Context: an optimization exercise on an open-source flow, tuned for small area and a short achievable clock period. The choices shown serve that exercise and are no tape-out recipe.
Function was checked by simulation only, so behaviour that the tests miss may differ from the original.

==> build 30 <==
Design dct_core, start of the top module:
module dct_core (
    input                clk,
    input                rst_n,
    input                start,
    input signed [255:0] a1,
    output               done,
    output       [255:0] final_output
);
clock: 10.0 ns
lec_check: 0
abc_area: 1
cap_margin: 20
core_margin: 2
core_utilization: 60
cts_cluster_diameter: 70
cts_cluster_size: 30
place_density: 0.72
slew_margin: 40
standard.sh (not shown) runs the stock make flow with config.mk's settings and CLKGATE_MAP_FILE= SYNTH_SCRIPT=/design/flow/synth_recipe.tcl, a recipe that flattens the netlist after the stock synthesis.
==> flow/flow/run.sh <==
#!/bin/bash
set -e
bash standard.sh BUFFER_PORTS_ARGS="-buffer_cell sky130_fd_sc_hd__buf_4" \
    SETUP_SLACK_MARGIN=6.4 finish > flow.log 2>&1
==> build 23: changes against build 30 <==
--- a/flow/design.v
+++ b/flow/design.v
@@ -7,136 +7,144 @@
     assign comp = a >= b;
     wire [7:0]  dab = a[30:23] - b[30:23];
     wire [7:0]  dba = b[30:23] - a[30:23];
     wire [30:0] l   = comp ? a : b;
     wire [22:0] s   = comp ? b[22:0] : a[22:0];
     wire        hs  = comp ? |b[30:23] : |a[30:23];
     assign q = {l[30:23], |l[30:23], l[22:0], hs, s, comp ? dab : dba};
 endmodule
-module f_align (
+module f_align1 (
     input  [63:0] q,
-    output [55:0] r
+    input         x,
+    output [56:0] r
 );
     wire [7:0]  d  = q[7:0];
     wire [23:0] ms = q[31:8];
-    wire [23:0] sh = (|d[7:5]) ? 24'b0 : (ms >> d[4:0]);
-    assign r = {q[63:32], sh};
+    wire [23:0] s1 = (|d[7:5] | (&d[4:3])) ? 24'b0 : (ms >> {d[4:1], 1'b0});
+    assign r = {q[63:32], s1 ^ {24{x}}, d[0]};
+endmodule
+module f_align2 (
+    input  [56:0] q,
+    input         x,
+    output [55:0] r
+);
+    wire [23:0] s1 = q[24:1];
+    assign r = {q[56:25], q[0] ? {x, s1[23:1]} : s1};
 endmodule
 module f_lzc (
     input  [23:0] m,
     output [4:0]  k
 );
-    reg [4:0] c;
-    integer j;
-    always @* begin
-        c = 5'd24;
-        for (j = 0; j < 24; j = j + 1) if (m[j]) c = 23 - j;
+    wire [31:0] x = {m, 8'b0};
+    genvar i;
+    wire [15:0] z1, p1;
+    for (i = 0; i < 16; i = i + 1) begin : l1
+        assign z1[i] = ~(x[2*i+1] | x[2*i]);
+        assign p1[i] = ~x[2*i+1];
+    end
+    wire [7:0] z2; wire [15:0] p2;
+    for (i = 0; i < 8; i = i + 1) begin : l2
+        assign z2[i] = z1[2*i+1] & z1[2*i];
+        assign p2[2*i+1:2*i] = z1[2*i+1] ? {1'b1, p1[2*i]} : {1'b0, p1[2*i+1]};
+    end
+    wire [3:0] z3; wire [11:0] p3;
+    for (i = 0; i < 4; i = i + 1) begin : l3
+        assign z3[i] = z2[2*i+1] & z2[2*i];
+        assign p3[3*i+2:3*i] = z2[2*i+1] ? {1'b1, p2[4*i+1:4*i]} : {1'b0, p2[4*i+3:4*i+2]};
+    end
+    wire [1:0] z4; wire [7:0] p4;
+    for (i = 0; i < 2; i = i + 1) begin : l4
+        assign z4[i] = z3[2*i+1] & z3[2*i];
+        assign p4[4*i+3:4*i] = z3[2*i+1] ? {1'b1, p3[6*i+2:6*i]} : {1'b0, p3[6*i+5:6*i+3]};
     end
-    assign k = c;
+    assign k = z4[1] ? {1'b1, p4[3:0]} : {1'b0, p4[7:4]};
 endmodule
-module f_count (
-    input  [23:0] ml,
-    input  [23:0] ms,
-    output [4:0]  ks,
-    output [4:0]  kd,
-    output        zs,
-    output        zd
+module f_esub (
+    input  [7:0] e,
+    input  [4:0] k,
+    output [7:0] d
 );
-    wire [23:0] t = ml ^ ms;
-    wire [23:0] n = ~ml & ms;
-    wire [23:0] f = t & ~{n[22:0], 1'b0};
-    f_lzc cs (.m(ml), .k(ks));
-    f_lzc cd (.m(f),  .k(kd));
-    assign zs = ~|ml;
-    assign zd = ~|t;
+    wire [5:0] lo  = {1'b1, e[4:0]} - {1'b0, k};
+    wire [2:0] hi1 = e[7:5] - 3'd1;
+    assign d = {lo[5] ? e[7:5] : hi1, lo[4:0]};
 endmodule
 module f_norm (
     input         s,
     input  [7:0]  e,
     input  [24:0] m,
-    input  [4:0]  k,
-    input         z,
     output [31:0] y
 );
-    wire [24:0] v   = m << k;
-    wire [7:0]  ep  = e + 8'd1;
-    wire [7:0]  em  = e - 8'd1;
-    wire [7:0]  e2  = e + 8'd2;
-    wire        fp  = (e2 == {3'b0, k}) | ((e == 8'hff) & (k == 5'd0));
-    wire        f0  = (ep == {3'b0, k});
-    wire        fm  = (e  == {3'b0, k});
-    wire [22:0] mt  = v[24] ? v[23:1] : v[23] ? v[22:0] : {v[21:0], 1'b0};
-    wire [7:0]  ex  = v[24] ? ep - {3'b0, k} : v[23] ? e - {3'b0, k} : em - {3'b0, k};
-    wire        fl  = z | (v[24] ? fp : v[23] ? f0 : fm);
-    assign y = fl ? 32'b0 : {s, ex, mt};
+    wire [4:0]  k;
+    f_lzc z (.m(m[23:0]), .k(k));
+    wire [23:0] ms   = m[23:0] << k;
+    wire [7:0]  en;
+    f_esub xn (.e(e), .k(k), .d(en));
+    wire [7:0]  e1   = e + 8'd1;
+    wire        zero = ~|m[23:0];
+    wire        fl   = m[24] ? (e[7:1] == 7'h7f) : (zero | (e1 == {3'b0, k}));
+    assign y = fl ? 32'b0 : m[24] ? {s, e1, m[23:1]} : {s, en, ms[22:0]};
 endmodule
-module fadd1 #(parameter [3:0] C = 4'b1111) (
+module fadd1 #(parameter [3:0] C = 4'b1110) (
     input         clk,
     input  [31:0] a,
     input  [31:0] b,
     output [31:0] y
 );
     wire        comp;
     wire [63:0] q0, q1;
+    wire [56:0] r1, r2;
     f_front f (.a(a[30:0]), .b(b[30:0]), .comp(comp), .q(q0));
     wire        sg1, x1;
-    dly #(66, C[0]) c1 (clk, {comp ? a[31] : b[31], a[31] ^ b[31], q0}, {sg1, x1, q1});
-    wire [55:0] r1, r2;
-    f_align al (.q(q1), .r(r1));
+    dly #(66, C[0]) c0 (clk, {comp ? a[31] : b[31], a[31] ^ b[31], q0}, {sg1, x1, q1});
+    f_align1 a1 (.q(q1), .x(x1), .r(r1));
     wire        sg2, x2;
-    dly #(58, C[1]) c2 (clk, {sg1, x1, r1[55:24], r1[23:0] ^ {24{x1}}}, {sg2, x2, r2});
-    wire [23:0] ml = r2[47:24], mx = r2[23:0];
-    wire [4:0]  ks, kd;
-    wire        zs, zd;
-    f_count ct (.ml(ml), .ms(~mx), .ks(ks), .kd(kd), .zs(zs), .zd(zd));
-    wire [24:0] m = {1'b0, ml} + {x2, mx} + {24'b0, x2};
+    dly #(59, C[1]) c1 (clk, {sg1, x1, r1}, {sg2, x2, r2});
+    wire [55:0] t2;
+    f_align2 a2 (.q(r2), .x(x2), .r(t2));
+    wire [24:0] m = {1'b0, t2[47:24]} + {x2, t2[23:0]} + {24'b0, x2};
     wire [24:0] m3;
     wire [7:0]  e3;
-    wire [4:0]  k3;
-    wire        sg3, z3;
-    dly #(40, C[2]) c3 (clk, {sg2, r2[55:48], m, x2 ? kd : ks, x2 ? zd : zs}, {sg3, e3, m3, k3, z3});
+    wire        sg3;
+    dly #(34, C[2]) c2 (clk, {sg2, t2[55:48], m}, {sg3, e3, m3});
     wire [31:0] y0;
-    f_norm n (.s(sg3), .e(e3), .m(m3), .k(k3), .z(z3), .y(y0));
-    dly #(32, C[3]) c4 (clk, y0, y);
+    f_norm n (.s(sg3), .e(e3), .m(m3), .y(y0));
+    dly #(32, C[3]) c3 (clk, y0, y);
 endmodule
-module fadd2 #(parameter [3:0] C = 4'b1111) (
+module fadd2 #(parameter [3:0] C = 4'b1110) (
     input         clk,
     input  [31:0] a,
     input  [31:0] b,
     output [31:0] ya,
     output [31:0] ys
 );
     wire        comp;
     wire [63:0] q0, q1;
+    wire [56:0] r1, r2;
     f_front f (.a(a[30:0]), .b(b[30:0]), .comp(comp), .q(q0));
     wire        sa1, ss1, x1;
-    dly #(67, C[0]) c1 (clk, {comp ? a[31] : b[31], comp ? a[31] : ~b[31], a[31] ^ b[31], q0},
+    dly #(67, C[0]) c0 (clk, {comp ? a[31] : b[31], comp ? a[31] : ~b[31], a[31] ^ b[31], q0},
                              {sa1, ss1, x1, q1});
-    wire [55:0] r1, r2;
-    f_align al (.q(q1), .r(r1));
+    f_align1 a1 (.q(q1), .x(1'b0), .r(r1));
     wire        sa2, ss2, x2;
-    dly #(59, C[1]) c2 (clk, {sa1, ss1, x1, r1}, {sa2, ss2, x2, r2});
-    wire [23:0] ml = r2[47:24], ms = r2[23:0];
-    wire [4:0]  ks, kd;
-    wire        zs, zd;
-    f_count ct (.ml(ml), .ms(ms), .ks(ks), .kd(kd), .zs(zs), .zd(zd));
+    dly #(60, C[1]) c1 (clk, {sa1, ss1, x1, r1}, {sa2, ss2, x2, r2});
+    wire [55:0] t2;
+    f_align2 a2 (.q(r2), .x(1'b0), .r(t2));
+    wire [23:0] ml = t2[47:24], ms = t2[23:0];
     wire [24:0] mp = {1'b0, ml} + {1'b0, ms};
     wire [24:0] mm = {1'b0, ml} - {1'b0, ms};
     wire [24:0] ma3, ms3;
     wire [7:0]  e3;
-    wire [4:0]  ka3, ks3;
-    wire        sa3, ss3, za3, zs3;
-    dly #(72, C[2]) c3 (clk, {sa2, ss2, r2[55:48], x2 ? mm : mp, x2 ? mp : mm,
-                              x2 ? kd : ks, x2 ? ks : kd, x2 ? zd : zs, x2 ? zs : zd},
-                             {sa3, ss3, e3, ma3, ms3, ka3, ks3, za3, zs3});
+    wire        sa3, ss3;
+    dly #(60, C[2]) c2 (clk, {sa2, ss2, t2[55:48], x2 ? mm : mp, x2 ? mp : mm},
+                             {sa3, ss3, e3, ma3, ms3});
     wire [31:0] ya0, ys0;
-    f_norm na (.s(sa3), .e(e3), .m(ma3), .k(ka3), .z(za3), .y(ya0));
-    f_norm ns (.s(ss3), .e(e3), .m(ms3), .k(ks3), .z(zs3), .y(ys0));
-    dly #(64, C[3]) c4 (clk, {ya0, ys0}, {ya, ys});
+    f_norm na (.s(sa3), .e(e3), .m(ma3), .y(ya0));
+    f_norm ns (.s(ss3), .e(e3), .m(ms3), .y(ys0));
+    dly #(64, C[3]) c3 (clk, {ya0, ys0}, {ya, ys});
 endmodule
 module dly #(parameter W = 32, parameter N = 1) (
     input              clk,
     input  [W-1:0]     d,
     output [W-1:0]     q
 );
 generate
     if (N == 0) begin : g_wire
@@ -1333,17 +1341,17 @@
     input                clk,
     input                rst_n,
     input                start,
     input signed [255:0] a1,
     output               done,
     output       [255:0] final_output
 );
 localparam [3:0] CF = 4'b1111;
-localparam [3:0] CA = 4'b1111;
+localparam [3:0] CA = 4'b1110;
 localparam [2:0] CM = 3'b101;
 function integer ones(input [3:0] c);
     ones = c[0] + c[1] + c[2] + c[3];
 endfunction
 localparam LF = ones(CF);
 localparam LA = ones(CA);
 localparam LM = ones({1'b0, CM});
 localparam T1 = LF;           
==> flow/flow/run.sh (replaced) <==
#!/bin/bash
set -e
bash standard.sh BUFFER_PORTS_ARGS="-buffer_cell sky130_fd_sc_hd__buf_4" \
    SETUP_SLACK_MARGIN=6.5 finish > flow.log 2>&1
==> trial 35: changes against build 30 <==
==> flow/flow/run.sh (replaced) <==
#!/bin/bash
# Standard ORFS flow (the standard.sh, standard synthesis) with two
# changes to how the layout is made: the ports are buffered with buf_4
# instead of the default pick, and timing repair aims at a 3.7 ns period
# (setup margin 6.3 ns against the 10 ns clock). Constraints are unchanged.
set -e
bash standard.sh BUFFER_PORTS_ARGS="-buffer_cell sky130_fd_sc_hd__buf_4" \
    SETUP_SLACK_MARGIN=6.3 finish > flow.log 2>&1
Settings changed: ABC_AREA 1 to not set, CORE_UTILIZATION 60 to 40, CTS_CLUSTER_DIAMETER 70 to not set, CTS_CLUSTER_SIZE 30 to not set, PLACE_DENSITY 0.72 to not set.
==> trial 64: changes against build 30 <==
==> flow/flow/run.sh (replaced) <==
#!/bin/bash
# Standard ORFS flow (the standard.sh, standard synthesis) with two
# changes to how the layout is made: the ports are buffered with buf_4
# instead of the default pick, the core is 60% utilised, and timing repair aims at a 3.3 ns period
# (setup margin 6.7 ns against the 10 ns clock). Constraints are unchanged.
set -e
bash standard.sh BUFFER_PORTS_ARGS="-buffer_cell sky130_fd_sc_hd__buf_4" \
    SETUP_SLACK_MARGIN=6.7 CORE_UTILIZATION=60 PLACE_DENSITY=0.72 finish > flow.log 2>&1
Settings changed: ABC_AREA 1 to not set, CORE_UTILIZATION 60 to 40, CTS_CLUSTER_DIAMETER 70 to not set, CTS_CLUSTER_SIZE 30 to not set, PLACE_DENSITY 0.72 to not set.
==> notes <==
Register-to-register slack: trial 64 is worse than build 30 (70 ps). Clock skew, lowest first: build 30, build 23, trial 64, trial 35. The highest via count belongs to build 30, the lowest to trial 35. Cell count, highest first: build 30, trial 35, build 23, trial 64. Of trial 64 and build 23, trial 64 has the higher routed wire length (gap 5.5%, measured against build 23). Synthesized cell count: build 30 is higher than build 23 (14%). The lowest non-clock buffer count belongs to build 30, the highest to trial 64. Utilization, lowest first: trial 35, build 30, build 23, trial 64. In trial 35 the synthesized area is larger than in build 23, by 18%.

## port drivers added, routing unchanged
No port has a modelled driver above. Below, the same layouts with a new extraction and two added sets of constraints.
Step 1, drivers: a clkbuf_16 drives clk and a buf_2 each remaining input, both assumed.
Step 2 times the ports against the registers' clock, not the clock port: input delays grow and output delays shrink by t, the midpoint of the rising clock arrivals with the driver on.
Slacks: ideal ports / drivers / drivers and shift; pairs: ideal ports / drivers.
run | shift t [ns] | slack for setup (ns) | worst setup path after step 2 | clock arrival spread, ns | pins driven straight from the clock port
build 30 | 1.224 | 6.402 / 6.241 / 5.468 | input to register | 0.085 / 0.085 | 1
build 23 | 1.172 | 6.465 / 6.322 / 5.639 | input to register | 0.091 / 0.090 | 1
trial 35 | 1.292 | 6.292 / 6.146 / 5.121 | input to register | 0.133 / 0.133 | 1
trial 64 | 1.263 | 6.165 / 6.198 / 5.017 | input to register | 0.105 / 0.106 | 1
After both steps setup and hold are still met in every run listed. The setup slack of trial 35, which loses most, moves by -0.146 ns with the drivers and by -1.171 ns with both steps.
